This is an optimization exercise on Yosys and OpenROAD, whose aim is small area, not a production implementation. The RTL was checked by simulation tests, not by an equivalence proof against the original design. Power is estimated from default activity; no workload was simulated.

==> flow/design.v (outline; a module is shown in full before it is edited, if it fits) <==
// module ticket_booking_system: 715 lines
// module tbk_glue: 1027 lines
// module tbk_a2111o_1: 3 lines
// module tbk_a222oi_1: 3 lines
// module tbk_a22o_1: 3 lines
// module tbk_a32o_1: 3 lines
// module tbk_and2_0: 3 lines
// module tbk_and3b_1: 3 lines
// module tbk_clkinv_1: 3 lines
// module tbk_nand2_1: 3 lines
// module tbk_nand3_1: 3 lines
// module tbk_nand4_1: 3 lines
// module tbk_nor2_1: 3 lines
// module tbk_o2111a_1: 3 lines
// module tbk_o21a_1: 3 lines
// module tbk_o21ai_0: 3 lines
// module tbk_o21bai_1: 3 lines
// module tbk_o22a_1: 3 lines
// module tbk_o22ai_1: 3 lines
// module tbk_o32a_1: 3 lines
// module tbk_or2_0: 3 lines
// module tbk_or3_1: 3 lines
// module tbk_or4_1: 3 lines
// module tbk_xor2_1: 3 lines
module ticket_booking_system (
    input clk,
    input rst,
    input book,
    input cancel,
    input check,
    input [3:0] seat_type,
    input [4:0] travel_date,
    output reg [7:0] price,
    output reg [7:0] seats_left,
    output reg booking_success,
    output reg cancel_success,
    output reg availability_status
);
  // ...
==> flow/run.sh <==
#!/bin/bash
# synth_recipe.tcl (not shown) runs the flow's synth.tcl, then flattens the netlist and writes it again
# the make line also repeats each setting of config.mk as NAME=value (left out here)
make -C /OpenROAD-flow-scripts/flow DESIGN_CONFIG=/design/flow/config.mk WORK_HOME=/design/flow/orfs CLKGATE_MAP_FILE= SYNTH_SCRIPT=/design/flow/synth_recipe.tcl finish
==> flow/config.mk <==
export PLATFORM = sky130hd
export DESIGN_NAME = ticket_booking_system
export DESIGN_NICKNAME = ticket_booking_system
export VERILOG_FILES = /design/flow/design.v
export SDC_FILE = /design/flow/constraint.sdc
export NUM_CORES = 4
export LEC_CHECK = 0
export CAP_MARGIN = 20
export CORE_MARGIN = 2
export CORE_UTILIZATION = 55
export CTS_BUF_LIST = sky130_fd_sc_hd__clkbuf_16
export CTS_CLUSTER_DIAMETER = 70
export CTS_CLUSTER_SIZE = 30
export PLACE_DENSITY = 0.7
export SLEW_MARGIN = 20
export SYNTH_HIERARCHICAL = 1
export SYNTH_MINIMUM_KEEP_SIZE = 0
==> flow/constraint.sdc <==
create_clock -name core_clock -period 8.0 [get_ports {clk}]
set_input_delay 1.6000 -clock core_clock [delete_from_list [all_inputs] [get_ports {clk}]]
set_output_delay 1.6000 -clock core_clock [all_outputs]
set_load 0.01 [all_outputs]
==> summary.txt, run 1 <==
Drt
  • Met3 WL: roughly 4.3 mm
  • Wire length per cell: 25.8 um

Floorplanning
  • Ports: 33
  • # Taps: 319
  • Die Ht: 158 um

Global route
  • Largest net degree at the start of global routing: between 40 and 50

Placed design
  • HPWL after DPL: 25.5 mm
  • Placed inst area: between 0.01 and 0.015 mm^2

Synthesis
  • Largest family of logic cells by synthesized area: compound AO/OA/AOI/OAI gates
  • Xor/xnor share of the synthesized area: 0.134%
  • Proportion of synthesized area in mux cells: 0%
  • Yosys cell types: 26
  • Number of flops mapped to enable cells by yosys: 0
  • Largest area contributor in the netlist: dfxtp_1
  • Synth Cell Area: 0.0131 mm^2

Finish
  • Seq Cell Count: between 300 and 400
  • Most common cell after layout, fill and taps aside: dfxtp_1
  • Max FFs per register: around 340
  • Antenna cell count: 4
  • Seq area share: 51.4%
  • Design Area, Final: between 0.01 and 0.015 mm^2

Outcome
  • Status: complete, no violations

Critical path
  • Reg2reg end: nvr[2]
  • Worst path top cell family by delay: simple AND/OR/NAND/NOR gates
  • Critical path class: input port to flip-flop
  • Crit path max fanout: 10
  • Worst path arrival time: 7.39 ns
  • Slowest stage delay, CP: approximately 0.62 ns

Timing
  • Final worst path period need: ~7.0 ns
  • Tcrit/Tclk final: 87.0%
  • # setup viols final: 0
  • RSZ-0062 raised after global routing: false

Clock tree
  • Cell at the root of the clock tree: clkbuf_16
  • Clock-pin slew on the worst setup and hold paths: 0.10 ns
  • Clk sinks: approximately 370

Pwr
  • Pleak: ~0.0054 uW
  • Combinational Power Share: approximately 6.7%
  • Switching part of the total: approximately a quarter
  • Clock power frac: 35.5%
==> run 2, diff against run 1 <==
--- a/flow/config.mk
+++ b/flow/config.mk
@@ -11,4 +11,4 @@
 export CTS_BUF_LIST = sky130_fd_sc_hd__clkbuf_16
-export CTS_CLUSTER_DIAMETER = 70
-export CTS_CLUSTER_SIZE = 30
+export CTS_CLUSTER_DIAMETER = 80
+export CTS_CLUSTER_SIZE = 24
 export PLACE_DENSITY = 0.7
==> run 2 against run 1 <==
Effect of this change:
- still clean
- clock skew fell by 0.0022 ns
- first-iteration DRC count shrank 0.20%
- non-clock buffer count did not move
- global-route usage shrank 0.067 points
- critical path type unchanged
- critical endpoint unchanged
==> summary.txt, run 2 <==
Synthesis
  • Mapped Avg Cell Area: 11.3 um^2
  • Yosys cell types: 26 (unchanged)
  • Async S/R FF share, synth: 5.16%
  • Ys flop type: dfxtp_1
  • Post-Syn Instances: 1157
  • Main area contributors after synthesis: dfxtp_1 (53%), a22o_1 (23%), a222oi_1 (8.5%)
  • Synthesis-stage register bit count: 368
  • Number of flops mapped to enable cells by yosys: 0 (unchanged)
  • Yosys warnings: 7
  • Count leader, synth: dfxtp_1
  • Top post-synthesis cells by count: dfxtp_1 (349), a22o_1 (337), nor2_1 (160)
  • Largest area contributor in the netlist: dfxtp_1
  • Synth Cell Area: 0.0131 mm^2 (unchanged)
  • Sequential fraction of the synthesis area: between 50 and 60%
  • Top cell type's share of synthesized area: 53.3%

Outcome
  • Status: complete, no violations

Floorplanning
  • Core area: 0.0235 mm^2
  • Die Ht: 158 um (unchanged)
  • Initial core utilization: 55.9%
  • Num rows: 56
  • Die area: 0.0251 mm^2
  • Ports: 33 (unchanged)
  • Die width: 158 um

Clock tree
  • Total clock buffers created by CTS: 19
  • Clock-pin slew on the worst setup and hold paths: 0.09 ns (about the same)
  • Clk sinks: 368 (unchanged)
  • Cell at the root of the clock tree: clkbuf_16
  • CTS Hold Bufs: 0
  • # resized after CTS: 0
  • CTS tree: done
  • Htree depth: 1
  • Clock Tree Buf Depth: 3
  • Setup repair bufs after CTS: 0
  • Worst-Skew Late Latency: 0.53 ns

Drt
  • Via density per instance: 7.02
  • First DRT Iteration DRCs: 2046
  • Routed Antenna Nets: 0
  • Total routed wirelength: a little under 40 mm
  • Wire length per cell: 25.8 um (-0.17%)
  • First drt pass iteration count: 8
  • # DRC: 0
  • Vias: 10.8k

Global route
  • GRT Overall Usage: 31.4%
  • Vias in the first global route: 10.1k
  • Largest net degree at the start of global routing: 49 (unchanged)
  • First-pass GRT wire length: roughly 60 mm
  • Overflow after GRT: 0
  • Initial antenna violation count: 5

Critical path
  • Worst path top cell family by delay: simple AND/OR/NAND/NOR gates
  • Critical path class: input port to flip-flop
  • Worst endpoint required time: 8.43 ns
  • Slowest stage delay, CP: 0.62 ns (about the same)
  • WP buf/inv: 6
  • Worst setup SP type: input port
  • Critical path's slowest cell: clkdlybuf4s50_1
  • Crit end category: flip-flop
  • Worst path arrival time: 7.33 ns (-0.06 ns)
  • Most used cell, CP: inv_1
  • Worst path cell trace: clkdlybuf4s50_1 > inv_1 > nand3_1 > nor2_1 > a222oi_1 > nand4_1 > or4_1 > inv_1 > nor2_1 > nor2_1 > inv_1 > o22ai_1 > o22ai_1 > inv_1 > nand3_1 > o22ai_1 > nand2_1 > o21a_1 > o22ai_1 > inv_1 > a32o_1
  • Crit path max fanout: 10 (unchanged)

Finish
  • Max FFs per register: 336 (unchanged)
  • Post-route core utilization: 61.2%
  • Most frequent cells in the layout: dfxtp_1 (342), a22o_1 (337), nor2_1 (159)
  • Largest Register: mem
  • Layout fillers: 1909
  • Regs by FF count: mem: 336 flops, nvr: 7 flops, price: 7 flops
  • Fraction of layout cells with a size suffix above 1: 3.04%
  • Synthesis-to-layout area growth: 9.46%
  • Final net count: 1226
  • Storage element area: 0.00747 mm^2
  • Multi-input gate area: 0.00548 mm^2
  • Most common cell after layout, fill and taps aside: dfxtp_1

Timing
  • Clock skew: 0.0159 ns
  • Min Hold Slack: 0.438 ns
  • Fmax: 145 MHz
  • Setup TNS: 0 ns
  • RSZ-0062 raised after global routing: false
  • # setup viols final: 0 (unchanged)
  • Worst slew pin tran: 0.843 ns
  • Fin. Hold Viols: 0
  • Tcrit/Tclk final: 86.4% (-0.68 points)
  • Final worst path period need: 6.91 ns (-0.0542 ns)
  • Relative slew slack: 43.6%
  • Max Slew Vio Count: 0

Placed design
  • PortBufs: 27
  • Routability cong.: 0.952
  • HPWL after DPL: 25.5 mm (unchanged)

Run
  • Maxcap violations: 0

Pwr
  • Worst ir drop on vdd: 0.000197 V
  • Pleak: 0.00533 uW (-1.1%)
  • P per Cell Area: 221 mW/mm^2

Min path
  • Worst hold path class: flip-flop to flip-flop
[run 2: cell counts after synthesis]
Identical to the previous run, type by type.
[run 2: kinds of logic (layout without fill, tap and decap cells)]
kind of cell              count (synthesis)  after routing  share of synthesized area (%)
other                                     1              8                         0.0286
xor gates and xnor gates                  2              2                          0.134
buffers and inverters                    47            102                           1.49
and+or+nand+nor                         248            248                           8.28
DFF                                     368            368                           56.9
AOI/OAI and AO/OA                       491            491                           33.2
[run 2: power breakdown]
part | leakage [uW] | internal (uW) | switching, uW
clock | 0.000266 | 436 | 581
sequential | 0.00307 | 1890 | 45.1
combinational | 0.00200 | 78.4 | 145
total | 0.00533 | 2410 | 771
[run 2: worst paths after layout]
kind / from / end / slack (ns) / cells after the start
worst max-delay path: seat_type[1] / nvr[2] / 1.09 / 21
worst min-delay path: busy / busy / 0.44 / 1
worst max register to register: valid / nvr[2] / 2.70 / 21
worst min register to register: busy / busy / 0.44 / 1
max in group asynchronous: rst / pulse_count[0] / 6.01 / 2
min in group asynchronous: rst / seats_left[0] / 1.51 / 2
[run 2: routing by layer]
layer / global-route usage [%] / part of all wire (%) / vias to the layer above
met1: 44.4 / 42 / 5135
met2: 47.8 / 43 / 661
li1: - / - / 4892
met4: 11.3 / 3.9 / 4
met3: 6.51 / 11 / 107
met5: 0 / 0.081 / -
[run 2: worst register-to-register path: cells and delay by family (launching register included)]
kind,cells,cell delay (ns)
AND/OR/NAND/NOR,9,2.04
flip-flops,1,0.43
buffers and inverters,5,0.63
AO/OA/AOI/OAI,7,2.12
[run 2: per-stage QoR]
stage / area, um^2 / power (uW) / setup WS (ns) / cells
6_report: 14400 / 3180 / 1.09 / 1538
5_1_grt: 14400 / 3280 / 0.740 / 1536
4_1_cts: 14400 / 3190 / 1.33 / 1535
3_5_place_dp: 13800 / 2200 / 0.787 / 1510
3_3_place_gp: 13800 / 2190 / 0.985 / 1510
2_1_floorplan: 13100 / 2080 / 2.66 / 1161
[run 2: modules after synthesis, one instance, submodules excluded, a selection]
| module | flops+latches | area [um^2] | cells inside |
|---|---|---|---|
| tbk_or2_0 | 0 | 6.26 | 1 |
| tbk_or3_1 | 0 | 6.26 | 1 |
| tbk_a2111o_1 | 0 | 11.3 | 1 |
| tbk_o22ai_1 | 0 | 6.26 | 1 |
| tbk_a22o_1 | 0 | 8.76 | 1 |
| tbk_o21a_1 | 0 | 7.51 | 1 |
| tbk_nand4_1 | 0 | 6.26 | 1 |
| tbk_clkinv_1 | 0 | 3.75 | 1 |
| tbk_o32a_1 | 0 | 10.0 | 1 |
| tbk_o21ai_0 | 0 | 5.00 | 1 |
[run 2: area by class of cell]
| type | count | share of cell area (%) |
|---|---|---|
| sequential | 368 | 52.0 |
| clock buffer | 19 | 3.31 |
| inverter | 42 | 1.10 |
| clock inverter | 6 | 0.244 |
| antenna | 3 | 0.0523 |
| multi-input combinational | 746 | 38.2 |
| tap | 319 | 2.78 |
| timing repair buffer | 35 | 2.30 |
==> run 3, diff against run 2 <==
==> flow/flow/run.sh (new file) <==
#!/bin/bash
# The standard layout (the standard.sh: ORFS synthesis to final layout),
# with one change: the port buffers that global placement inserts are the
# platform's smallest buffer instead of the one buffer_ports picks by itself.
set -euo pipefail
export BUFFER_PORTS_ARGS="-buffer_cell sky130_fd_sc_hd__buf_1"
bash standard.sh > standard.log 2>&1
==> flow/standard.sh (new file) <==
#!/bin/bash
# synth_recipe.tcl (not shown) runs the flow's synth.tcl, then flattens the netlist and writes it again
# the make line also repeats each setting of config.mk as NAME=value (left out here)
make -C /OpenROAD-flow-scripts/flow DESIGN_CONFIG=/design/flow/config.mk WORK_HOME=/design/flow/orfs CLKGATE_MAP_FILE= SYNTH_SCRIPT=/design/flow/synth_recipe.tcl "${@:-finish}"
removed: flow/run.sh
==> run 3 against run 2 <==
Effect of this change:
- register-to-register slack hardly changed
- utilization decreased by 0.70 points
- flip-flop and latch count did not move
- via count grew 0.56%
- global-route usage shrank 0.43 points
- clock power barely moved
- clock skew increased by 0.0089 ns
- sequential share of layout area up 0.60 points
- setup slack better by 0.42 ns
- hold slack got worse by 0.020 ns
- area after synthesis did not move
- sequential power barely moved
- critical endpoint unchanged
- largest power group unchanged
==> summary.txt, run 3 <==
Synthesis
  • Largest area contributor in the netlist: dfxtp_1
  • Count leader, synth: dfxtp_1
  • Synth Cell Area: 0.0131 mm^2 (unchanged)
  • Top cell type's share of synthesized area: 53.3% (unchanged)
  • Number of flops mapped to enable cells by yosys: 0 (unchanged)
  • Post-Syn Instances: 1157 (unchanged)
  • Yosys warnings: 7 (unchanged)
  • Top post-synthesis cells by count: dfxtp_1 (349), a22o_1 (337), nor2_1 (160)
  • Synthesis-stage register bit count: 368 (unchanged)
  • Yosys cell types: 26 (unchanged)
  • Async S/R FF share, synth: 5.16% (unchanged)
  • Sequential fraction of the synthesis area: 56.9% (unchanged)
  • Ys flop type: dfxtp_1
  • Main area contributors after synthesis: dfxtp_1 (53%), a22o_1 (23%), a222oi_1 (8.5%)
  • Mapped Avg Cell Area: 11.3 um^2 (unchanged)

Timing
  • Worst slew pin tran: 0.909 ns (+0.0652 ns)
  • Fin. Hold Viols: 0 (unchanged)
  • Setup TNS: 0 ns (unchanged)
  • Final worst slack: 1.51 ns (+0.420 ns)
  • Relative slew slack: 39.3% (-4.4 points)
  • Fmax: 154 MHz (+6.5%)
  • RSZ-0062 raised after global routing: false
  • # setup viols final: 0 (unchanged)
  • Final worst path period need: 6.49 ns (-0.420 ns)
  • Clock skew: 0.0248 ns (+0.00889 ns)
  • Max Slew Vio Count: 0 (unchanged)
  • Tcrit/Tclk final: 81.1% (-5.3 points)

Global route
  • Overflow after GRT: 0 (unchanged)
  • GR Util met1: 43.4% (-0.95 points)
  • Largest net degree at the start of global routing: 49 (unchanged)
  • Initial antenna violation count: 2 (-3)
  • Top Usage Layer GRT: met2
  • GR Util met3: 6.21% (-0.30 points)
  • First-pass GRT wire length: 59.5 mm (-1.3%)
  • GRT Overall Usage: 31.0% (-0.43 points)
  • Vias in the first global route: 10.0k (-0.21%)
  • Met2 usage: 47.7% (about the same)

Clock tree
  • Total clock buffers created by CTS: 19 (unchanged)
  • CTS tree: done
  • Setup repair bufs after CTS: 0 (unchanged)
  • Clk sinks: 368 (unchanged)
  • Clock-pin slew on the worst setup and hold paths: 0.10 ns (about the same)
  • Worst-Skew Late Latency: 0.53 ns (about the same)
  • CTS Hold Bufs: 0 (unchanged)
  • # resized after CTS: 0 (unchanged)
  • Clock Tree Buf Depth: 3 (unchanged)
  • Cell at the root of the clock tree: clkbuf_16
  • Htree depth: 1 (unchanged)

Floorplanning
  • Num rows: 56 (unchanged)
  • Die width: 158 um (unchanged)
  • Core area: 0.0235 mm^2 (unchanged)
  • Initial core utilization: 55.9% (unchanged)
  • Die Ht: 158 um (unchanged)
  • Ports: 33 (unchanged)
  • Die area: 0.0251 mm^2 (unchanged)

Critical path
  • Origin of the critical flop-to-flop path: valid
  • R2R Setup Slk: 2.71 ns (about the same)
  • Critical path class: input port to flip-flop
  • FF-to-FF path depth: 21 (unchanged)
  • Setup crit start: seat_type[1]
  • Crit path max fanout: 10 (unchanged)
  • Worst setup SP type: input port
  • Reg2reg end: nvr[2]
  • Crit path to: nvr[2]
  • Worst path arrival time: 6.90 ns (-0.43 ns)
  • Crit end category: flip-flop
  • Worst endpoint required time: 8.41 ns (-0.02 ns)

Placed design
  • Placed cells: 1510 (unchanged)
  • Placed inst area: 0.0137 mm^2 (-1.2%)
  • Routability cong.: 0.939 (-1.4%)
  • HPWL after DPL: 25.3 mm (-0.59%)
  • Pre-CTS setup slack: 1.15 ns (+0.363 ns)
  • PortBufs: 27 (unchanged)

Run
  • Maxcap violations: 0 (unchanged)

Drt
  • Wire length per cell: 25.7 um (-0.46%)
  • Routed Antenna Nets: 0 (unchanged)
  • Via density per instance: 7.07 (+0.62%)
  • First DRT Iteration DRCs: 2228 (+8.9%)
  • First drt pass iteration count: 10 (+2)
  • # DRC: 0 (unchanged)
  • Vias: 10.9k (+0.56%)
  • Total routed wirelength: 39.5 mm (-0.52%)

Finish
  • Synthesis-to-layout area growth: 8.21%
  • Most common cell after layout, fill and taps aside: dfxtp_1
  • Fraction of layout cells with a size suffix above 1: 3.12% (+0.080 points)
  • Design Area, Final: 0.0142 mm^2 (-1.1%)
  • Most frequent cells in the layout: dfxtp_1 (342), a22o_1 (337), nor2_1 (159)
  • Final net count: 1226 (unchanged)
  • Post-route core utilization: 60.5% (-0.70 points)
  • Largest Register: mem
  • Regs by FF count: mem: 336 flops, nvr: 7 flops, price: 7 flops
  • Final cell count without fillers: 1537 (-0.065%)
  • Max FFs per register: 336 (unchanged)

Min path
  • Worst hold path class: flip-flop to flip-flop

Pwr
  • P per Cell Area: 222 mW/mm^2 (+0.40%)
  • Worst ir drop on vdd: 0.000172 V (-12%)
  • Pleak: 0.00527 uW (-1.2%)

Outcome
  • Status: complete, no violations
## run 3: per-module statistics from Yosys, one instance, submodules excluded, a selection
module | flops+latches | copies in the design
tbk_o22a_1 | 0 | 3
ticket_booking_system | 368 | 1
tbk_nand4_1 | 0 | 28
tbk_clkinv_1 | 0 | 41
tbk_and2_0 | 0 | 2
tbk_nor2_1 | 0 | 160
tbk_nand3_1 | 0 | 31
tbk_o21a_1 | 0 | 3
tbk_a22o_1 | 0 | 337
tbk_or4_1 | 0 | 7
tbk_nand2_1 | 0 | 15
tbk_o21ai_0 | 0 | 11
## run 3: cell type report
cell class | count | area (um^2)
Timing Repair Buffer | 35 | 161
Tap cell | 319 | 399
Inverter | 42 | 158
Clock inverter | 7 | 45.0
Sequential cell | 368 | 7470
Fill cell | 1957 | 9280
Antenna cell | 1 | 2.50
Clock buffer | 19 | 475
Multi-Input combinational cell | 746 | 5480
## run 3: through the flow
step / hold slack (ns) / power (uW)
6_report: 0.418 / 3160
5_1_grt: 0.438 / 3250
4_1_cts: 0.419 / 3170
3_5_place_dp: 0.406 / 2180
3_3_place_gp: 0.395 / 2170
2_1_floorplan: 0.384 / 2080
## run 3: kinds of logic after synthesis
kind of cell / count (synthesis) / share of synthesized area [%]
AO/OA/AOI/OAI: 491 / 33.2
AND/OR/NAND/NOR: 248 / 8.28
other: 1 / 0.0286
flip-flops: 368 / 56.9
buffers and inverters: 47 / 1.49
XOR/XNOR: 2 / 0.134
## run 3: critical path, stage by stage
cell	delay (ns)
buf_1	0.24
inv_1	0.12
nand3_1	0.56
nor2_1	0.30
a222oi_1	0.58
nand4_1	0.21
or4_1	0.58
inv_1	0.11
nor2_1	0.08
nor2_1	0.34
inv_1	0.10
o22ai_1	0.26
o22ai_1	0.15
inv_1	0.15
nand3_1	0.11
o22ai_1	0.22
nand2_1	0.10
o21a_1	0.14
o22ai_1	0.53
inv_1	0.16
a32o_1	0.24
## run 3: power breakdown
part	internal [uW]	leakage [uW]	switching [uW]	total [uW]
Combinational	57.1	0.00193	139	196
Sequential	1890	0.00307	49.7	1940
Clock	437	0.000271	579	1020
## run 3: worst min path at each step
stage	depth (start not counted)	to	startpoint
3_5_place_dp	1	busy	busy
4_1_cts	1	busy	busy
5_1_grt	1	busy	busy
3_3_place_gp	1	busy	busy
2_1_floorplan	1	busy	busy
6_report	1	busy	busy
## run 3: per-layer routing
| layer | vias to the layer above | routed length (um) |
|---|---|---|
| met5 | - | 13 |
| met4 | 2 | 1500 |
| met3 | 116 | 4130 |
| met2 | 690 | 17000 |
| met1 | 5153 | 16800 |
| li1 | 4898 | - |
==> run 4, diff against run 3 <==
--- a/flow/config.mk
+++ b/flow/config.mk
@@ -7,3 +7,3 @@
 export LEC_CHECK = 0
-export CAP_MARGIN = 20
+export CAP_MARGIN = 5
 export CORE_MARGIN = 2
@@ -14,3 +14,3 @@
 export PLACE_DENSITY = 0.7
-export SLEW_MARGIN = 20
+export SLEW_MARGIN = 5
 export SYNTH_HIERARCHICAL = 1
==> run 4 against run 3 <==
Effect of this change:
- clock-buffer cell count is the same
- clock power is essentially flat
- cell count is the same
- area after synthesis is the same
- sequential share of layout area is the same
- maximum frequency is the same
- setup slack is the same
- die area is the same
- via count is the same
- register-to-register slack is essentially flat
- routed wire length is the same
- critical path type unchanged
- largest cell class unchanged
==> summary.txt, run 4 <==
Outcome
  • Status: complete, no violations

Run
  • Maxcap violations: 0 (unchanged)

Synthesis
  • Ys flop type: dfxtp_1
  • Sequential fraction of the synthesis area: 56.9% (unchanged)
  • Async S/R FF share, synth: 5.16% (unchanged)
  • Top post-synthesis cells by count: dfxtp_1 (349), a22o_1 (337), nor2_1 (160)
  • Synthesis-stage register bit count: 368 (unchanged)
  • Post-Syn Instances: 1157 (unchanged)
  • Mapped Avg Cell Area: 11.3 um^2 (unchanged)
  • Count leader, synth: dfxtp_1
  • Largest area contributor in the netlist: dfxtp_1
  • Main area contributors after synthesis: dfxtp_1 (53%), a22o_1 (23%), a222oi_1 (8.5%)
  • Top cell type's share of synthesized area: 53.3% (unchanged)
  • Yosys warnings: 7 (unchanged)
  • Synth Cell Area: 0.0131 mm^2 (unchanged)
  • Number of flops mapped to enable cells by yosys: 0 (unchanged)
  • Yosys cell types: 26 (unchanged)

Pwr
  • Combinational Power Share: 6.2% (about the same)
  • Flop pwr share: 61.6% (about the same)
  • Clock power frac: 32.2% (about the same)
  • Pleak: 0.00527 uW (unchanged)
  • Switching part of the total: 24.3% (unchanged)
  • Worst ir drop on vdd: 0.000172 V (unchanged)
  • Net switching power: 767 uW (unchanged)
  • P per Cell Area: 222 mW/mm^2 (unchanged)
  • Int Pwr: 2390 uW (unchanged)

Finish
  • Storage element area: 0.00747 mm^2 (unchanged)
  • Largest Register: mem
  • Layout fillers: 1957 (unchanged)
  • Max FFs per register: 336 (unchanged)
  • Regs by FF count: mem: 336 flops, nvr: 7 flops, price: 7 flops
  • Multi-input gate area: 0.00548 mm^2 (unchanged)
  • Synthesis-to-layout area growth: 8.21% (unchanged)
  • Most common cell after layout, fill and taps aside: dfxtp_1
  • Most frequent cells in the layout: dfxtp_1 (342), a22o_1 (337), nor2_1 (159)
  • Fraction of layout cells with a size suffix above 1: 3.12% (unchanged)
  • Final net count: 1226 (unchanged)

Timing
  • Final worst slack: 1.51 ns (unchanged)
  • Tcrit/Tclk final: 81.1% (unchanged)
  • # setup viols final: 0 (unchanged)
  • Clock skew: 0.0248 ns (unchanged)
  • Setup TNS: 0 ns (unchanged)
  • Final worst path period need: 6.49 ns (unchanged)
  • Fmax: 154 MHz (unchanged)
  • Relative slew slack: 39.3% (unchanged)
  • Max Slew Vio Count: 0 (unchanged)
  • RSZ-0062 raised after global routing: false
  • Fin. Hold Viols: 0 (unchanged)
  • Worst slew pin tran: 0.909 ns (unchanged)
  • Min Hold Slack: 0.418 ns (unchanged)

Critical path
  • Critical path class: input port to flip-flop
  • Crit end category: flip-flop
  • Worst path arrival time: 6.90 ns (about the same)
  • Worst setup SP type: input port
  • FF-to-FF path depth: 21 (unchanged)
  • Worst endpoint required time: 8.41 ns (about the same)
  • Crit path max fanout: 10 (unchanged)

Clock tree
  • Worst-Skew Late Latency: 0.53 ns (about the same)
  • Clk sinks: 368 (unchanged)
  • Clock Tree Buf Depth: 3 (unchanged)
  • Htree depth: 1 (unchanged)
  • Setup repair bufs after CTS: 0 (unchanged)
  • Cell at the root of the clock tree: clkbuf_16
  • # resized after CTS: 0 (unchanged)
  • CTS Hold Bufs: 0 (unchanged)
  • Total clock buffers created by CTS: 19 (unchanged)
  • Clock-pin slew on the worst setup and hold paths: 0.10 ns (about the same)
  • CTS tree: done

Floorplanning
  • Die Ht: 158 um (unchanged)
  • Num rows: 56 (unchanged)
  • Die area: 0.0251 mm^2 (unchanged)
  • Die width: 158 um (unchanged)
  • Initial core utilization: 55.9% (unchanged)
  • Core area: 0.0235 mm^2 (unchanged)
  • Ports: 33 (unchanged)

Drt
  • First drt pass iteration count: 10 (unchanged)
  • Via density per instance: 7.07 (unchanged)
  • Routed Antenna Nets: 0 (unchanged)
  • First DRT Iteration DRCs: 2228 (unchanged)
  • Total routed wirelength: 39.5 mm (unchanged)
  • # DRC: 0 (unchanged)
  • Wire length per cell: 25.7 um (unchanged)
  • Vias: 10.9k (unchanged)

Global route
  • Vias in the first global route: 10.0k (unchanged)
  • Largest net degree at the start of global routing: 49 (unchanged)
  • Overflow after GRT: 0 (unchanged)
  • First-pass GRT wire length: 59.5 mm (unchanged)
  • Initial antenna violation count: 2 (unchanged)
  • GRT Overall Usage: 31.0% (unchanged)

Min path
  • Worst Hold Depth: 1 (unchanged)
  • Worst hold path class: flip-flop to flip-flop

Placed design
  • Routability cong.: 0.939 (unchanged)
  • PortBufs: 27 (unchanged)
  • Pre-CTS setup slack: 1.15 ns (unchanged)
  • HPWL after DPL: 25.3 mm (unchanged)
[run 4: worst paths after layout]
path | start | end | slack [ns]
max reg2reg | valid | nvr[2] | 2.71
max in group asynchronous | rst | price[6] | 6.37
max | seat_type[1] | nvr[2] | 1.51
min | busy | busy | 0.42
min reg2reg | busy | busy | 0.42
min in group asynchronous | rst | price[3] | 1.16
[run 4: area by class of cell]
class / count / share of cell area [%]
multi-input cells: 746 / 38.6
inverters: 42 / 1.11
clock inverters: 7 / 0.317
diodes: 1 / 0.0176
clock buffers: 19 / 3.35
well taps: 319 / 2.81
repair buffers: 35 / 1.14
flip-flops and latches: 368 / 52.6
[run 4: worst max-delay path, cell delays in order]
cell and delay [ns]:
buf_1 0.24, inv_1 0.12, nand3_1 0.56, nor2_1 0.30, a222oi_1 0.58, nand4_1 0.21
or4_1 0.58, inv_1 0.11, nor2_1 0.08, nor2_1 0.34, inv_1 0.10, o22ai_1 0.26
o22ai_1 0.15, inv_1 0.15, nand3_1 0.11, o22ai_1 0.22, nand2_1 0.10, o21a_1 0.14
o22ai_1 0.53, inv_1 0.16, a32o_1 0.24
[run 4: Yosys stat by module (local to each module, per instance), excerpt]
module,flip-flops and latches,cells inside
tbk_nand4_1,0,1
tbk_xor2_1,0,1
tbk_nand3_1,0,1
tbk_a32o_1,0,1
tbk_o21a_1,0,1
tbk_a222oi_1,0,1
tbk_and2_0,0,1
tbk_o22a_1,0,1
tbk_o32a_1,0,1
tbk_or2_0,0,1
tbk_nand2_1,0,1
tbk_clkinv_1,0,1
tbk_o21ai_0,0,1
[run 4: through the flow]
stage / util [%] / cell area (um^2) / std cells / power, uW
floorplan: - / 13100 / 1161 / 2080
global placement: 58.2 / 13700 / 1510 / 2170
detailed placement: 58.2 / 13700 / 1510 / 2180
CTS: 60.5 / 14200 / 1536 / 3170
global route: 60.5 / 14200 / 1536 / 3250
finish: 60.5 / 14200 / 1537 / 3160
[run 4: cells by family after synthesis]
group	after synthesis	share of synthesized area (%)
and+or+nand+nor	248	8.28
AOI/OAI and AO/OA	491	33.2
other	1	0.0286
buffers and inverters	47	1.49
DFF	368	56.9
xor gates and xnor gates	2	0.134
[run 4: layer usage]
layer  share of wire (%)  vias to the layer above  GRT usage, %  routed length (um)
met4                 3.8                        2          11.0                1500
met2                  43                      690          47.7               17000
li1                    -                     4898             -                   -
met5               0.033                        -             0                  13
met3                  10                      116          6.21                4130
met1                  43                     5153          43.4               16800
[run 4: power groups by stage]
stage                     clock network (uW)  registers, uW  logic, uW
after detailed placement                   0           1980        192
after floorplan                            0           1990       87.8
final                                   1020           1940        196
after CTS                               1030           1940        192
after global placement                     0           1980        189
after global routing                    1090           1950        210
==> run 5, diff against run 4 <==
--- a/flow/config.mk
+++ b/flow/config.mk
@@ -7,10 +7,10 @@
 export LEC_CHECK = 0
-export CAP_MARGIN = 5
+export CAP_MARGIN = 20
 export CORE_MARGIN = 2
 export CORE_UTILIZATION = 55
-export CTS_BUF_LIST = sky130_fd_sc_hd__clkbuf_16
-export CTS_CLUSTER_DIAMETER = 80
-export CTS_CLUSTER_SIZE = 24
+export CTS_BUF_LIST = sky130_fd_sc_hd__clkbuf_4
+export CTS_CLUSTER_DIAMETER = 40
+export CTS_CLUSTER_SIZE = 8
 export PLACE_DENSITY = 0.7
-export SLEW_MARGIN = 5
+export SLEW_MARGIN = 20
 export SYNTH_HIERARCHICAL = 1
==> run 5 against run 4 <==
Effect of this change:
- global-route usage increased by 0.61 points
- critical path depth unchanged
- largest power group unchanged
- flip-flop and latch count unchanged
==> summary.txt, run 5 <==
Global route
  • Overflow after GRT: 0 (unchanged)
  • GRT Overall Usage: 31.6% (+0.61 points)
  • First-pass GRT wire length: 60.4 mm (+1.5%)
  • Initial antenna violation count: 2 (unchanged)
  • Largest net degree at the start of global routing: 49 (unchanged)
  • Vias in the first global route: 10.4k (+3.2%)

Min path
  • Worst Hold Depth: 1 (unchanged)
  • Worst hold path class: flip-flop to flip-flop

Pwr
  • Pleak: 0.00534 uW (+1.4%)
  • Total Power: 3210 uW (+1.9%)
  • Worst ir drop on vdd: 0.000223 V (+29%)
  • P per Cell Area: 225 mW/mm^2 (+1.3%)

Synthesis
  • Ys flop type: dfxtp_1
  • Top post-synthesis cells by count: dfxtp_1 (349), a22o_1 (337), nor2_1 (160)
  • Mapped Avg Cell Area: 11.3 um^2 (unchanged)
  • Sequential fraction of the synthesis area: 56.9% (unchanged)
  • Count leader, synth: dfxtp_1
  • Synthesis-stage register bit count: 368 (unchanged)
  • Largest area contributor in the netlist: dfxtp_1
  • Main area contributors after synthesis: dfxtp_1 (53%), a22o_1 (23%), a222oi_1 (8.5%)
  • Synth Cell Area: 0.0131 mm^2 (unchanged)
  • Top cell type's share of synthesized area: 53.3% (unchanged)
  • Yosys warnings: 7 (unchanged)
  • Async S/R FF share, synth: 5.16% (unchanged)
  • Number of flops mapped to enable cells by yosys: 0 (unchanged)
  • Yosys cell types: 26 (unchanged)
  • Post-Syn Instances: 1157 (unchanged)

Timing
  • Fin. Hold Viols: 0 (unchanged)
  • # setup viols final: 0 (unchanged)
  • RSZ-0062 raised after global routing: false
  • Fmax: 158 MHz (+2.6%)
  • Min Hold Slack: 0.416 ns (-0.00164 ns)
  • Worst slew pin tran: 0.884 ns (-0.0247 ns)
  • Final worst path period need: 6.33 ns (-0.163 ns)
  • Tcrit/Tclk final: 79.1% (-2.0 points)
  • Max Slew Vio Count: 0 (unchanged)
  • Relative slew slack: 40.9% (+1.7 points)
  • Clock skew: 0.0626 ns (+0.0378 ns)
  • Setup TNS: 0 ns (unchanged)

Floorplanning
  • Num rows: 56 (unchanged)
  • Die area: 0.0251 mm^2 (unchanged)
  • Core area: 0.0235 mm^2 (unchanged)
  • Ports: 33 (unchanged)
  • Die width: 158 um (unchanged)
  • Die Ht: 158 um (unchanged)
  • Initial core utilization: 55.9% (unchanged)

Drt
  • Vias: 11.0k (+1.6%)
  • First drt pass iteration count: 9 (-1)
  • # DRC: 0 (unchanged)
  • Wire length per cell: 25.2 um (-2.0%)
  • Total routed wirelength: 40.0 mm (+1.3%)
  • First DRT Iteration DRCs: 2229 (+0.045%)
  • Via density per instance: 6.94 (-1.7%)
  • Routed Antenna Nets: 0 (unchanged)

Clock tree
  • Total clock buffers created by CTS: 56 (+37)
  • Cell at the root of the clock tree: clkbuf_4
  • Htree depth: 2 (+1)
  • Worst-Skew Late Latency: 0.73 ns (+0.20 ns)
  • CTS Hold Bufs: 0 (unchanged)
  • Clock-pin slew on the worst setup and hold paths: 0.09 ns (about the same)
  • Clk sinks: 368 (unchanged)
  • Setup repair bufs after CTS: 0 (unchanged)
  • Clock Tree Buf Depth: 3 (unchanged)
  • CTS tree: done
  • # resized after CTS: 0 (unchanged)

Finish
  • Fraction of layout cells with a size suffix above 1: 7.09% (+4.0 points)
  • Design Area, Final: 0.0143 mm^2 (+0.59%)
  • Most common cell after layout, fill and taps aside: dfxtp_1
  • Largest Register: mem
  • Synthesis-to-layout area growth: 8.85%
  • Max FFs per register: 336 (unchanged)
  • Most frequent cells in the layout: dfxtp_1 (342), a22o_1 (337), nor2_1 (159)
  • Final net count: 1263 (+3.0%)
  • Regs by FF count: mem: 336 flops, nvr: 7 flops, price: 7 flops
  • Final cell count without fillers: 1589 (+3.4%)

Critical path
  • WP buf/inv: 6 (unchanged)
  • Critical path class: input port to flip-flop
  • Crit path max fanout: 10 (unchanged)
  • FF-to-FF path depth: 21 (unchanged)
  • Worst setup SP type: input port
  • Critical Path Stages: 21 (unchanged)
  • Crit end category: flip-flop
  • Worst endpoint required time: 8.58 ns (+0.17 ns)
  • Critical path's slowest cell: or4_1
  • Worst path top cell family by delay: simple AND/OR/NAND/NOR gates
  • Worst path arrival time: 6.91 ns (about the same)
  • Worst path cell trace: buf_1 > inv_1 > nand3_1 > nor2_1 > a222oi_1 > nand4_1 > or4_1 > inv_1 > nor2_1 > nor2_1 > inv_1 > o22ai_1 > o22ai_1 > inv_1 > nand3_1 > o22ai_1 > nand2_1 > o21a_1 > o22ai_1 > inv_1 > a32o_1
  • Most used cell, CP: inv_1
  • Slowest stage delay, CP: 0.58 ns (about the same)

Placed design
  • PortBufs: 27 (unchanged)
  • Routability cong.: 0.939 (unchanged)
  • Placed cells: 1510 (unchanged)
  • HPWL after DPL: 25.3 mm (unchanged)
  • Placed inst area: 0.0137 mm^2 (unchanged)

Outcome
  • Status: complete, no violations

Run
  • Maxcap violations: 0 (unchanged)
-- run 5: cell counts after synthesis --
Identical to the previous run, type by type.
-- run 5: per-module statistics from Yosys (local to each module, per instance), excerpt --
module        flip-flops and latches  copies in the design  area [um^2]
tbk_or4_1                          0                     7         7.51
tbk_a2111o_1                       0                     1         11.3
tbk_and3b_1                        0                     1         8.76
tbk_or3_1                          0                     1         6.26
tbk_o21ai_0                        0                    11         5.00
tbk_a22o_1                         0                   337         8.76
tbk_o22a_1                         0                     3         8.76
tbk_and2_0                         0                     2         6.26
-- run 5: worst paths after layout --
check,from,end,slack [ns]
max in group asynchronous,rst,price[6],6.54
min in group asynchronous,rst,valid,0.96
worst min-delay path,busy,busy,0.42
worst max register to register,valid,nvr[2],2.68
worst max-delay path,seat_type[1],nvr[2],1.67
worst min register to register,busy,busy,0.42
-- run 5: cell type report --
type | count | area [um^2]
Fill cell | 1967 | 9200
Clock buffer | 64 | 480
Inverter | 42 | 158
Multi-Input combinational cell | 746 | 5480
Sequential cell | 368 | 7470
Clock inverter | 14 | 124
Tap cell | 319 | 399
Antenna cell | 1 | 2.50
Timing Repair Buffer | 35 | 161
-- run 5: where the power goes --
group	leakage (uW)	switching (uW)	internal, uW
sequential	0.00307	49.6	1890
combinational	0.00193	139	57.1
clock	0.000346	634	441
total	0.00534	823	2390
-- run 5: metrics by stage --
step                      setup WS, ns  util (%)
final                             1.67      60.8
after global routing              1.36      60.8
after CTS                         1.90      60.8
after detailed placement          1.15      58.2
after global placement            1.25      58.2
after floorplan                   2.66         -
-- run 5: cells by family (layout without fill, tap and decap cells) --
kind of cell           Yosys count  count (layout)  synth area share (%)
buffers and inverters           47             155                  1.49
XOR/XNOR                         2               2                 0.134
other                            1               6                0.0286
AO/OA/AOI/OAI                  491             491                  33.2
flip-flops                     368             368                  56.9
AND/OR/NAND/NOR                248             248                  8.28
-- run 5: metal layers --
metal | vias to the layer above | share of wire, % | global-route usage [%]
li1 | 4992 | - | -
met1 | 5244 | 43 | 43.4
met2 | 685 | 43 | 47.9
met3 | 108 | 10 | 7.51
met4 | 2 | 3.6 | 13.2
met5 | - | 0.028 | 0
==> run 6, diff against run 5 <==
--- a/flow/config.mk
+++ b/flow/config.mk
@@ -12,3 +12,3 @@
 export CTS_CLUSTER_DIAMETER = 40
-export CTS_CLUSTER_SIZE = 8
+export CTS_CLUSTER_SIZE = 10
 export PLACE_DENSITY = 0.7
==> run 6 against run 5 <==
Effect of this change:
- still clean on timing, DRC and antenna
- total power fell by 0.61%
- clock-buffer cell count fell by 10
- hold slack is essentially flat
- routed wire length is essentially flat
- clock power about the same
- setup slack better by 0.026 ns
- critical endpoint unchanged
- largest power group unchanged
==> summary.txt, run 6 <==
Global route
  • First-pass GRT wire length: 60.4 mm (about the same)
  • GRT Overall Usage: 31.5% (-0.064 points)
  • Largest net degree at the start of global routing: 49 (unchanged)
  • Overflow after GRT: 0 (unchanged)
  • Initial antenna violation count: 2 (unchanged)
  • Vias in the first global route: 10.3k (-0.15%)

Synthesis
  • Ys flop type: dfxtp_1
  • Yosys cell types: 26 (unchanged)
  • Count leader, synth: dfxtp_1
  • Top cell type's share of synthesized area: 53.3% (unchanged)
  • Number of flops mapped to enable cells by yosys: 0 (unchanged)
  • Sequential fraction of the synthesis area: 56.9% (unchanged)
  • Main area contributors after synthesis: dfxtp_1 (53%), a22o_1 (23%), a222oi_1 (8.5%)
  • Yosys warnings: 7 (unchanged)
  • Mapped Avg Cell Area: 11.3 um^2 (unchanged)
  • Synth Cell Area: 0.0131 mm^2 (unchanged)
  • Post-Syn Instances: 1157 (unchanged)
  • Async S/R FF share, synth: 5.16% (unchanged)
  • Largest area contributor in the netlist: dfxtp_1
  • Top post-synthesis cells by count: dfxtp_1 (349), a22o_1 (337), nor2_1 (160)
  • Synthesis-stage register bit count: 368 (unchanged)

Pwr
  • Worst ir drop on vdd: 0.000164 V (-26%)
  • P per Cell Area: 224 mW/mm^2 (-0.37%)
  • Pleak: 0.00531 uW (-0.63%)

Finish
  • Design Area, Final: 0.0142 mm^2 (-0.24%)
  • Max FFs per register: 336 (unchanged)
  • Most common cell after layout, fill and taps aside: dfxtp_1
  • Largest Register: mem
  • Synthesis-to-layout area growth: 8.60%
  • Fraction of layout cells with a size suffix above 1: 6.42% (-0.67 points)
  • Regs by FF count: mem: 336 flops, nvr: 7 flops, price: 7 flops
  • Final net count: 1254 (-0.71%)
  • Layout fillers: 1933 (-1.7%)
  • Post-route core utilization: 60.7% (-0.14 points)
  • Most frequent cells in the layout: dfxtp_1 (342), a22o_1 (337), nor2_1 (159)

Drt
  • Wire length per cell: 25.3 um (+0.43%)
  • Via density per instance: 6.96 (+0.32%)
  • Total routed wirelength: 40.0 mm (about the same)
  • First DRT Iteration DRCs: 2269 (+1.8%)
  • First drt pass iteration count: 8 (-1)
  • # DRC: 0 (unchanged)
  • Routed Antenna Nets: 0 (unchanged)
  • Vias: 11.0k (-0.18%)

Timing
  • Final worst path period need: 6.30 ns (-0.0255 ns)
  • RSZ-0062 raised after global routing: false
  • Worst slew pin tran: 0.887 ns (+0.00328 ns)
  • Relative slew slack: 40.7% (-0.22 points)
  • Tcrit/Tclk final: 78.7% (-0.32 points)
  • Setup TNS: 0 ns (unchanged)
  • Clock skew: 0.0459 ns (-0.0167 ns)
  • # setup viols final: 0 (unchanged)
  • Fmax: 159 MHz (+0.41%)
  • Fin. Hold Viols: 0 (unchanged)
  • Max Slew Vio Count: 0 (unchanged)

Run
  • Maxcap violations: 0 (unchanged)

Floorplanning
  • Ports: 33 (unchanged)
  • Num rows: 56 (unchanged)
  • Die width: 158 um (unchanged)
  • Die area: 0.0251 mm^2 (unchanged)
  • Core area: 0.0235 mm^2 (unchanged)
  • Die Ht: 158 um (unchanged)
  • Initial core utilization: 55.9% (unchanged)

Critical path
  • R2R Setup Slk: 2.71 ns (+0.03 ns)
  • Worst setup SP type: input port
  • Critical path class: input port to flip-flop
  • Worst endpoint required time: 8.60 ns (+0.02 ns)
  • Crit end category: flip-flop
  • Crit path max fanout: 10 (unchanged)
  • Worst path arrival time: 6.90 ns (about the same)

Min path
  • Worst hold path class: flip-flop to flip-flop

Clock tree
  • Total clock buffers created by CTS: 47 (-16%)
  • Worst-Skew Late Latency: 0.71 ns (-0.02 ns)
  • Clock-pin slew on the worst setup and hold paths: 0.10 ns (about the same)
  • CTS Hold Bufs: 0 (unchanged)
  • CTS tree: done
  • Htree depth: 2 (unchanged)
  • Setup repair bufs after CTS: 0 (unchanged)
  • Clock Tree Buf Depth: 3 (unchanged)
  • Cell at the root of the clock tree: clkbuf_4
  • # resized after CTS: 0 (unchanged)
  • Clk sinks: 368 (unchanged)

Placed design
  • Placed inst area: 0.0137 mm^2 (unchanged)
  • HPWL after DPL: 25.3 mm (unchanged)
  • PortBufs: 27 (unchanged)
  • Routability cong.: 0.939 (unchanged)

Outcome
  • Status: complete, no violations
## run 6: worst paths after layout
check | from | cells after the start | to
setup / recovery | seat_type[1] | 21 | nvr[2]
max in group asynchronous | rst | 2 | price[3]
min in group asynchronous | rst | 2 | valid
hold / removal | busy | 1 | busy
setup reg to reg | valid | 21 | nvr[2]
hold reg to reg | busy | 1 | busy
## run 6: final cells by class
type,instances,area [um^2],area share (%)
antenna,1,2.50,0.0176
tap,319,399,2.80
timing repair buffer,35,161,1.13
sequential,368,7470,52.5
clock inverter,16,165,1.16
multi-input combinational,746,5480,38.5
clock buffer,54,405,2.85
inverter,42,158,1.11
## run 6: cells by family (layout without fill, tap and decap cells)
group | after synthesis | count (layout) | share of synthesized area, %
compound gates | 491 | 491 | 33.2
xor+xnor | 2 | 2 | 0.134
buf+inv | 47 | 147 | 1.49
flops | 368 | 368 | 56.9
other cells | 1 | 6 | 0.0286
simple gates | 248 | 248 | 8.28
## run 6: routing by layer
layer	part of all wire (%)	global-route usage (%)	vias up
met4	3.7	13.1	2
met5	0.033	0	-
li1	-	-	4972
met2	43	47.8	684
met1	42	43.7	5236
met3	11	7.00	117
## run 6: Yosys stat by module, one instance, submodules excluded, excerpt
module        copies in the design  cells inside
tbk_o32a_1                       1             1
tbk_a2111o_1                     1             1
tbk_nand3_1                     31             1
tbk_nand4_1                     28             1
tbk_a22o_1                     337             1
tbk_or3_1                        1             1
tbk_a222oi_1                   112             1
## run 6: power by group
group | leakage [uW] | switching, uW | internal (uW)
clock | 0.000312 | 633 | 421
combinational | 0.00193 | 139 | 57.1
sequential | 0.00307 | 49.6 | 1890
## run 6: through the flow
| stage | setup slack, ns | hold WS [ns] | power [uW] | cells |
|---|---|---|---|---|
| floorplan | 2.66 | 0.384 | 2080 | 1161 |
| global placement | 1.25 | 0.395 | 2170 | 1510 |
| detailed placement | 1.15 | 0.406 | 2180 | 1510 |
| CTS | 1.91 | 0.418 | 3210 | 1580 |
| global route | 1.36 | 0.437 | 3300 | 1581 |
| finish | 1.70 | 0.416 | 3200 | 1581 |
## run 6: critical path: stages
cell	delay [ns]
buf_1	0.25
inv_1	0.13
nand3_1	0.56
nor2_1	0.30
a222oi_1	0.58
nand4_1	0.21
or4_1	0.59
inv_1	0.11
nor2_1	0.08
nor2_1	0.34
inv_1	0.10
o22ai_1	0.26
o22ai_1	0.15
inv_1	0.15
nand3_1	0.11
o22ai_1	0.22
nand2_1	0.10
o21a_1	0.14
o22ai_1	0.53
inv_1	0.16
a32o_1	0.24
==> run 7, diff against run 6 <==
--- a/flow/config.mk
+++ b/flow/config.mk
@@ -11,3 +11,3 @@
 export CTS_BUF_LIST = sky130_fd_sc_hd__clkbuf_4
-export CTS_CLUSTER_DIAMETER = 40
+export CTS_CLUSTER_DIAMETER = 50
 export CTS_CLUSTER_SIZE = 10
==> run 7 against run 6 <==
Effect of this change:
- still clean
- sequential power about the same
- critical path depth unchanged
- cell area decreased by 1.0%
- global-route usage decreased by 0.16 points
- via count decreased by 0.69%
- clock-buffer cell count decreased by 3
- total power decreased by 4.4%
- hold slack improved by 0.00065 ns
- largest cell class unchanged
- highest routed layer is now met4
==> summary.txt, run 7 <==
Synthesis
  • Largest area contributor in the netlist: dfxtp_1
  • Main area contributors after synthesis: dfxtp_1 (53%), a22o_1 (23%), a222oi_1 (8.5%)
  • Synthesis-stage register bit count: 368 (unchanged)
  • Count leader, synth: dfxtp_1
  • Top post-synthesis cells by count: dfxtp_1 (349), a22o_1 (337), nor2_1 (160)
  • Yosys warnings: 7 (unchanged)
  • Top cell type's share of synthesized area: 53.3% (unchanged)
  • Async S/R FF share, synth: 5.16% (unchanged)
  • Synth Cell Area: 0.0131 mm^2 (unchanged)
  • Sequential fraction of the synthesis area: 56.9% (unchanged)
  • Number of flops mapped to enable cells by yosys: 0 (unchanged)
  • Yosys cell types: 26 (unchanged)
  • Post-Syn Instances: 1157 (unchanged)
  • Ys flop type: dfxtp_1
  • Mapped Avg Cell Area: 11.3 um^2 (unchanged)

Critical path
  • Crit path max fanout: 10 (unchanged)
  • Reg2reg end: nvr[2]
  • Worst setup SP type: input port
  • Setup crit start: seat_type[1]
  • Crit end category: flip-flop
  • Worst path arrival time: 6.92 ns (+0.02 ns)
  • Origin of the critical flop-to-flop path: valid
  • Critical path class: input port to flip-flop
  • R2R Setup Slk: 2.69 ns (-0.02 ns)
  • Crit path to: nvr[2]
  • Worst endpoint required time: 8.59 ns (about the same)
  • FF-to-FF path depth: 21 (unchanged)

Finish
  • Synthesis-to-layout area growth: 7.49%
  • Most common cell after layout, fill and taps aside: dfxtp_1
  • Storage element area: 0.00747 mm^2 (unchanged)
  • Multi-input gate area: 0.00548 mm^2 (unchanged)
  • Largest Register: mem
  • Most frequent cells in the layout: dfxtp_1 (342), a22o_1 (337), nor2_1 (159)
  • Max FFs per register: 336 (unchanged)
  • Layout fillers: 1939 (+0.31%)
  • Final cell count without fillers: 1566 (-0.95%)
  • Fraction of layout cells with a size suffix above 1: 5.62% (-0.80 points)
  • Final net count: 1250 (-0.32%)
  • Design Area, Final: 0.0141 mm^2 (-1.0%)
  • Regs by FF count: mem: 336 flops, nvr: 7 flops, price: 7 flops

Drt
  • Routed Antenna Nets: 0 (unchanged)
  • # DRC: 0 (unchanged)
  • Via density per instance: 6.98 (+0.26%)
  • First drt pass iteration count: 9 (+1)
  • Total routed wirelength: 39.8 mm (-0.34%)
  • Wire length per cell: 25.4 um (+0.62%)
  • Vias: 10.9k (-0.69%)
  • First DRT Iteration DRCs: 2318 (+2.2%)

Pwr
  • Int Pwr: 2280 uW (-4.0%)
  • Combinational Power Share: 6.4% (+0.3 points)
  • Net switching power: 776 uW (-5.6%)
  • Pleak: 0.00525 uW (-1.0%)
  • P per Cell Area: 217 mW/mm^2 (-3.5%)
  • Worst ir drop on vdd: 0.000121 V (-26%)
  • Clock power frac: 29.9% (-3.1 points)
  • Flop pwr share: 63.7% (+2.9 points)
  • Total Power: 3050 uW (-4.4%)
  • Switching part of the total: 25.4% (-0.31 points)

Placed design
  • Routability cong.: 0.939 (unchanged)
  • Placed inst area: 0.0137 mm^2 (unchanged)
  • PortBufs: 27 (unchanged)
  • Placed cells: 1510 (unchanged)
  • HPWL after DPL: 25.3 mm (unchanged)

Floorplanning
  • Initial core utilization: 55.9% (unchanged)
  • Die Ht: 158 um (unchanged)
  • Ports: 33 (unchanged)
  • Num rows: 56 (unchanged)
  • Die width: 158 um (unchanged)
  • Core area: 0.0235 mm^2 (unchanged)
  • Die area: 0.0251 mm^2 (unchanged)

Timing
  • Clock skew: 0.0544 ns (+0.00846 ns)
  • Setup TNS: 0 ns (unchanged)
  • Fmax: 158 MHz (-0.45%)
  • Worst slew pin tran: 0.953 ns (+0.0658 ns)
  • Tcrit/Tclk final: 79.1% (+0.36 points)
  • # setup viols final: 0 (unchanged)
  • Relative slew slack: 36.3% (-4.4 points)
  • Fin. Hold Viols: 0 (unchanged)
  • Final worst path period need: 6.33 ns (+0.0286 ns)
  • Max Slew Vio Count: 0 (unchanged)
  • RSZ-0062 raised after global routing: false

Global route
  • Initial antenna violation count: 1 (-1)
  • GRT Overall Usage: 31.4% (-0.16 points)
  • First-pass GRT wire length: 60.1 mm (-0.61%)
  • Vias in the first global route: 10.2k (-1.0%)
  • Overflow after GRT: 0 (unchanged)
  • Largest net degree at the start of global routing: 49 (unchanged)

Min path
  • Worst hold path class: flip-flop to flip-flop

Clock tree
  • # resized after CTS: 0 (unchanged)
  • Clk sinks: 368 (unchanged)
  • Clock Tree Buf Depth: 3 (unchanged)
  • Cell at the root of the clock tree: clkbuf_4
  • CTS Hold Bufs: 0 (unchanged)
  • CTS tree: done
  • Setup repair bufs after CTS: 0 (unchanged)
  • Total clock buffers created by CTS: 43 (-8.5%)
  • Worst-Skew Late Latency: 0.70 ns (about the same)
  • Clock-pin slew on the worst setup and hold paths: 0.11 ns (about the same)
  • Htree depth: 2 (unchanged)

Outcome
  • Status: complete, no violations

Run
  • Maxcap violations: 0 (unchanged)
==> run 7: cell counts after synthesis <==
No cell type changed its count.
==> run 7: worst max-delay path, stage by stage <==
cell	delay (ns)
buf_1	0.24
inv_1	0.12
nand3_1	0.54
nor2_1	0.30
a222oi_1	0.60
nand4_1	0.22
or4_1	0.59
inv_1	0.11
nor2_1	0.08
nor2_1	0.34
inv_1	0.10
o22ai_1	0.26
o22ai_1	0.15
inv_1	0.15
nand3_1	0.11
o22ai_1	0.22
nand2_1	0.10
o21a_1	0.14
o22ai_1	0.54
inv_1	0.16
a32o_1	0.24
==> run 7: power by group through the flow <==
stage / Clock [uW] / Sequential, uW / Combinational [uW]
2_1_floorplan: 0 / 1990 / 87.8
6_report: 912 / 1940 / 197
4_1_cts: 932 / 1940 / 192
5_1_grt: 998 / 1950 / 210
3_3_place_gp: 0 / 1980 / 189
3_5_place_dp: 0 / 1980 / 192
==> run 7: kinds of logic after synthesis <==
family                 synth area share (%)
AO/OA/AOI/OAI                          33.2
buffers and inverters                  1.49
XOR/XNOR                              0.134
other                                0.0286
flip-flops                             56.9
AND/OR/NAND/NOR                        8.28
==> run 7: cell type report <==
class | count | share of cell area (%)
diodes | 2 | 0.0355
inverters | 42 | 1.12
clock buffers | 51 | 2.72
flip-flops and latches | 368 | 53.0
clock inverters | 3 | 0.284
repair buffers | 35 | 1.14
multi-input cells | 746 | 38.9
well taps | 319 | 2.83
==> run 7: worst min path at each step <==
stage / slack [ns] / start / end / cells past startpoint
5_1_grt: 0.44 / busy / busy / 1
2_1_floorplan: 0.38 / busy / busy / 1
3_5_place_dp: 0.41 / busy / busy / 1
6_report: 0.42 / busy / busy / 1
3_3_place_gp: 0.39 / busy / busy / 1
4_1_cts: 0.42 / busy / busy / 1
==> run 7: modules after synthesis, one instance, submodules excluded, excerpt <==
module | cells | area (um^2) | flip-flops and latches | times used
tbk_a2111o_1 | 1 | 11.3 | 0 | 1
tbk_a222oi_1 | 1 | 10.0 | 0 | 112
tbk_a22o_1 | 1 | 8.76 | 0 | 337
tbk_a32o_1 | 1 | 10.0 | 0 | 1
tbk_nand4_1 | 1 | 6.26 | 0 | 28
tbk_nor2_1 | 1 | 3.75 | 0 | 160
tbk_o21a_1 | 1 | 7.51 | 0 | 3
tbk_o21ai_0 | 1 | 5.00 | 0 | 11
tbk_o22a_1 | 1 | 8.76 | 0 | 3
==> run 7: routing by layer <==
layer	global-route usage (%)	vias up	wire length, um
met2	48.1	678	17200
met1	43.7	5191	17100
met4	12.1	0	1430
li1	-	4957	-
met3	6.37	109	4080
met5	0	-	0
==> run 7: metrics by stage <==
stage | worst slack [ns] | util, % | hold WS [ns]
after floorplan | 2.66 | - | 0.384
after CTS | 1.91 | 60.0 | 0.419
final | 1.67 | 60.1 | 0.417
after detailed placement | 1.15 | 58.2 | 0.406
after global routing | 1.36 | 60.1 | 0.438
after global placement | 1.25 | 58.2 | 0.395
==> run 8, diff against run 7 <==
--- a/flow/config.mk
+++ b/flow/config.mk
@@ -10,5 +10,5 @@
 export CORE_UTILIZATION = 55
-export CTS_BUF_LIST = sky130_fd_sc_hd__clkbuf_4
+export CTS_BUF_LIST = sky130_fd_sc_hd__clkbuf_8
 export CTS_CLUSTER_DIAMETER = 50
-export CTS_CLUSTER_SIZE = 10
+export CTS_CLUSTER_SIZE = 18
 export PLACE_DENSITY = 0.7
==> run 8 against run 7 <==
Effect of this change:
- setup slack got worse by 0.19 ns
- utilization grew 1.3 points
- register-to-register slack worse by 0.02 ns
- cell count grew 0.45%
- highest routed layer unchanged
- critical path depth is the same
- largest cell class unchanged
- global-route usage about the same
- clock skew fell by 0.029 ns
- sequential share of layout area fell by 1.1 points
==> summary.txt, run 8 <==
Synthesis
  • Mapped Avg Cell Area: 11.3 um^2 (unchanged)
  • Count leader, synth: dfxtp_1
  • Post-Syn Instances: 1157 (unchanged)
  • Number of flops mapped to enable cells by yosys: 0 (unchanged)
  • Synthesis-stage register bit count: 368 (unchanged)
  • Yosys cell types: 26 (unchanged)
  • Async S/R FF share, synth: 5.16% (unchanged)
  • Main area contributors after synthesis: dfxtp_1 (53%), a22o_1 (23%), a222oi_1 (8.5%)
  • Top post-synthesis cells by count: dfxtp_1 (349), a22o_1 (337), nor2_1 (160)
  • Ys flop type: dfxtp_1
  • Yosys warnings: 7 (unchanged)
  • Synth Cell Area: 0.0131 mm^2 (unchanged)
  • Largest area contributor in the netlist: dfxtp_1
  • Sequential fraction of the synthesis area: 56.9% (unchanged)
  • Top cell type's share of synthesized area: 53.3% (unchanged)

Clock tree
  • CTS tree: done
  • Clock-pin slew on the worst setup and hold paths: 0.08 ns (-0.03 ns)
  • Worst-Skew Late Latency: 0.56 ns (-0.14 ns)
  • CTS Hold Bufs: 0 (unchanged)
  • Clock Tree Buf Depth: 3 (unchanged)
  • Total clock buffers created by CTS: 34 (-21%)
  • Clk sinks: 368 (unchanged)
  • Cell at the root of the clock tree: clkbuf_8
  • Htree depth: 2 (unchanged)
  • Setup repair bufs after CTS: 0 (unchanged)
  • # resized after CTS: 0 (unchanged)

Timing
  • Final worst path period need: 6.52 ns (+0.188 ns)
  • RSZ-0062 raised after global routing: false
  • Clock skew: 0.0253 ns (-0.0291 ns)
  • Setup TNS: 0 ns (unchanged)
  • Worst slew pin tran: 0.912 ns (-0.0414 ns)
  • Relative slew slack: 39.1% (+2.8 points)
  • Tcrit/Tclk final: 81.4% (+2.3 points)
  • Fmax: 153 MHz (-2.9%)
  • Fin. Hold Viols: 0 (unchanged)
  • Max Slew Vio Count: 0 (unchanged)
  • # setup viols final: 0 (unchanged)

Critical path
  • R2R Setup Slk: 2.67 ns (-0.02 ns)
  • Most used cell, CP: inv_1
  • Worst setup SP type: input port
  • Worst path arrival time: 6.94 ns (+0.02 ns)
  • Worst path cell trace: buf_1 > inv_1 > nand3_1 > nor2_1 > a222oi_1 > nand4_1 > or4_1 > inv_1 > nor2_1 > nor2_1 > inv_1 > o22ai_1 > o22ai_1 > inv_1 > nand3_1 > o22ai_1 > nand2_1 > o21a_1 > o22ai_1 > inv_1 > a32o_1
  • Worst endpoint required time: 8.43 ns (-0.16 ns)
  • Crit path max fanout: 10 (unchanged)
  • Slowest stage delay, CP: 0.58 ns (-0.02 ns)
  • Critical path class: input port to flip-flop
  • Crit end category: flip-flop
  • Critical path's slowest cell: or4_1

Floorplanning
  • Core area: 0.0235 mm^2 (unchanged)
  • Initial core utilization: 55.9% (unchanged)
  • Ports: 33 (unchanged)
  • Die width: 158 um (unchanged)
  • Die Ht: 158 um (unchanged)
  • Die area: 0.0251 mm^2 (unchanged)
  • Num rows: 56 (unchanged)

Finish
  • Largest Register: mem
  • Design Area, Final: 0.0144 mm^2 (+2.1%)
  • Most common cell after layout, fill and taps aside: dfxtp_1
  • Synthesis-to-layout area growth: 9.73%
  • Regs by FF count: mem: 336 flops, nvr: 7 flops, price: 7 flops
  • Max FFs per register: 336 (unchanged)
  • Layout fillers: 1940 (+0.052%)
  • Final net count: 1241 (-0.72%)
  • Storage element area: 0.00747 mm^2 (unchanged)
  • Fraction of layout cells with a size suffix above 1: 5.84% (+0.21 points)
  • Most frequent cells in the layout: dfxtp_1 (342), a22o_1 (337), nor2_1 (159)
  • Multi-input gate area: 0.00548 mm^2 (unchanged)

Global route
  • GR Util met3: 7.08% (+0.71 points)
  • Vias in the first global route: 10.2k (-0.41%)
  • Met2 usage: 47.7% (-0.39 points)
  • Top Usage Layer GRT: met2
  • Largest net degree at the start of global routing: 49 (unchanged)
  • GR Util met1: 43.4% (-0.36 points)
  • First-pass GRT wire length: 60.0 mm (-0.16%)
  • Initial antenna violation count: 2 (+1)
  • Overflow after GRT: 0 (unchanged)
  • GRT Overall Usage: 31.4% (+0.031 points)

Pwr
  • Pleak: 0.00536 uW (+2.2%)
  • Worst ir drop on vdd: 0.000217 V (+78%)
  • P per Cell Area: 230 mW/mm^2 (+6.4%)

Drt
  • First DRT Iteration DRCs: 2288 (-1.3%)
  • Total routed wirelength: 39.9 mm (+0.20%)
  • Wire length per cell: 25.4 um (-0.25%)
  • Vias: 11.0k (+0.37%)
  • Via density per instance: 6.98 (about the same)
  • First drt pass iteration count: 10 (+1)
  • Routed Antenna Nets: 0 (unchanged)
  • # DRC: 0 (unchanged)

Outcome
  • Status: complete, no violations

Placed design
  • PortBufs: 27 (unchanged)
  • Placed inst area: 0.0137 mm^2 (unchanged)
  • Routability cong.: 0.939 (unchanged)
  • HPWL after DPL: 25.3 mm (unchanged)

Run
  • Maxcap violations: 0 (unchanged)

Min path
  • Worst hold path class: flip-flop to flip-flop
==> run 8: cell families (layout without fill, tap and decap cells) <==
logic type / count (synthesis) / count (layout) / synth area share [%]
buf+inv: 47 / 137 / 1.49
compound gates: 491 / 491 / 33.2
flops: 368 / 368 / 56.9
xor+xnor: 2 / 2 / 0.134
other cells: 1 / 8 / 0.0286
simple gates: 248 / 248 / 8.28
==> run 8: Yosys stat by module, one instance, submodules excluded, excerpt <==
module / times used / cells inside
tbk_o21a_1: 3 / 1
tbk_or4_1: 7 / 1
tbk_nand4_1: 28 / 1
tbk_a2111o_1: 1 / 1
ticket_booking_system: 1 / 375
tbk_o21ai_0: 11 / 1
tbk_nand2_1: 15 / 1
tbk_a32o_1: 1 / 1
==> run 8: worst paths after layout <==
path / from / end / cells past startpoint
worst max-delay path: seat_type[1] / nvr[2] / 21
worst min-delay path: busy / busy / 1
worst max register to register: valid / nvr[2] / 21
worst min register to register: busy / busy / 1
max in group asynchronous: rst / price[3] / 2
min in group asynchronous: rst / price[2] / 2
==> run 8: power by group <==
| group | total (uW) | switching (uW) | internal, uW | leakage [uW] |
|---|---|---|---|---|
| clock network | 1180 | 666 | 510 | 0.000370 |
| logic | 197 | 140 | 57.1 | 0.00193 |
| registers | 1940 | 49.7 | 1890 | 0.00307 |
| total | 3320 | 855 | 2460 | 0.00536 |
==> run 8: stage by stage <==
step | hold WS, ns | total power (uW) | util [%] | setup slack (ns) | instances
after floorplan | 0.384 | 2080 | - | 2.66 | 1161
after global placement | 0.395 | 2170 | 58.2 | 1.25 | 1510
after detailed placement | 0.406 | 2180 | 58.2 | 1.15 | 1510
after CTS | 0.417 | 3330 | 61.3 | 1.76 | 1570
after global routing | 0.435 | 3430 | 61.3 | 1.18 | 1570
final | 0.416 | 3320 | 61.3 | 1.48 | 1573
==> run 8: layout make-up <==
type | instances | share of cell area [%]
diodes | 3 | 0.0522
clock buffers | 36 | 3.44
clock inverters | 24 | 1.52
inverters | 42 | 1.10
multi-input cells | 746 | 38.1
flip-flops and latches | 368 | 51.9
well taps | 319 | 2.77
repair buffers | 35 | 1.12
==> run 8: per-layer routing <==
| layer | share of wire (%) | wire (um) |
|---|---|---|
| met1 | 43 | 17200 |
| met2 | 43 | 17200 |
| met3 | 10 | 3990 |
| met4 | 3.9 | 1550 |
| met5 | 0 | 0 |
==> run 8: critical path, delay by kind of cell <==
kind            cells  cell delay (ns)
buf+inv             6             0.92
simple gates        8             2.31
compound gates      7             2.11

[separate check: timing with driven ports]
How much do the figures lean on ideal ports? The routed layouts below were timed once more, with nothing changed but the port constraints.
Step 1: set_driving_cell puts a clkbuf_16 on clk and a buf_2 on each other input, an assumption about the parent block.
Step 2 also shifts input and output timing later by t, the mid clock arrival at the registers, as if the neighbouring blocks saw the same clock.
a / b / c = ideal / step 1 / step 2; a / b = the first two.
run	t (ns)	setup slack, ns	hold WS [ns]	worst register clock-pin slew, ns
run 1	0.568	1.037 / 1.057 / 0.489	0.439 / 0.439 / 0.439	0.11 / 0.11
run 2	0.564	1.091 / 1.110 / 0.546	0.438 / 0.438 / 0.438	0.10 / 0.10
run 3	0.566	1.512 / 1.536 / 0.970	0.418 / 0.418 / 0.418	0.10 / 0.10
run 4	0.566	1.512 / 1.536 / 0.970	0.418 / 0.418 / 0.418	0.10 / 0.10
run 5	0.742	1.675 / 1.693 / 0.951	0.416 / 0.416 / 0.416	0.11 / 0.11
run 6	0.732	1.701 / 1.718 / 0.986	0.416 / 0.416 / 0.416	0.12 / 0.12
run 7	0.716	1.672 / 1.690 / 0.973	0.417 / 0.417 / 0.417	0.12 / 0.12
run 8	0.591	1.484 / 1.505 / 0.914	0.416 / 0.416 / 0.416	0.10 / 0.10
After both steps setup and hold are still met in every run listed. For run 5, which loses most, drivers alone change the setup slack by +0.018 ns; drivers and shift together by -0.724 ns.
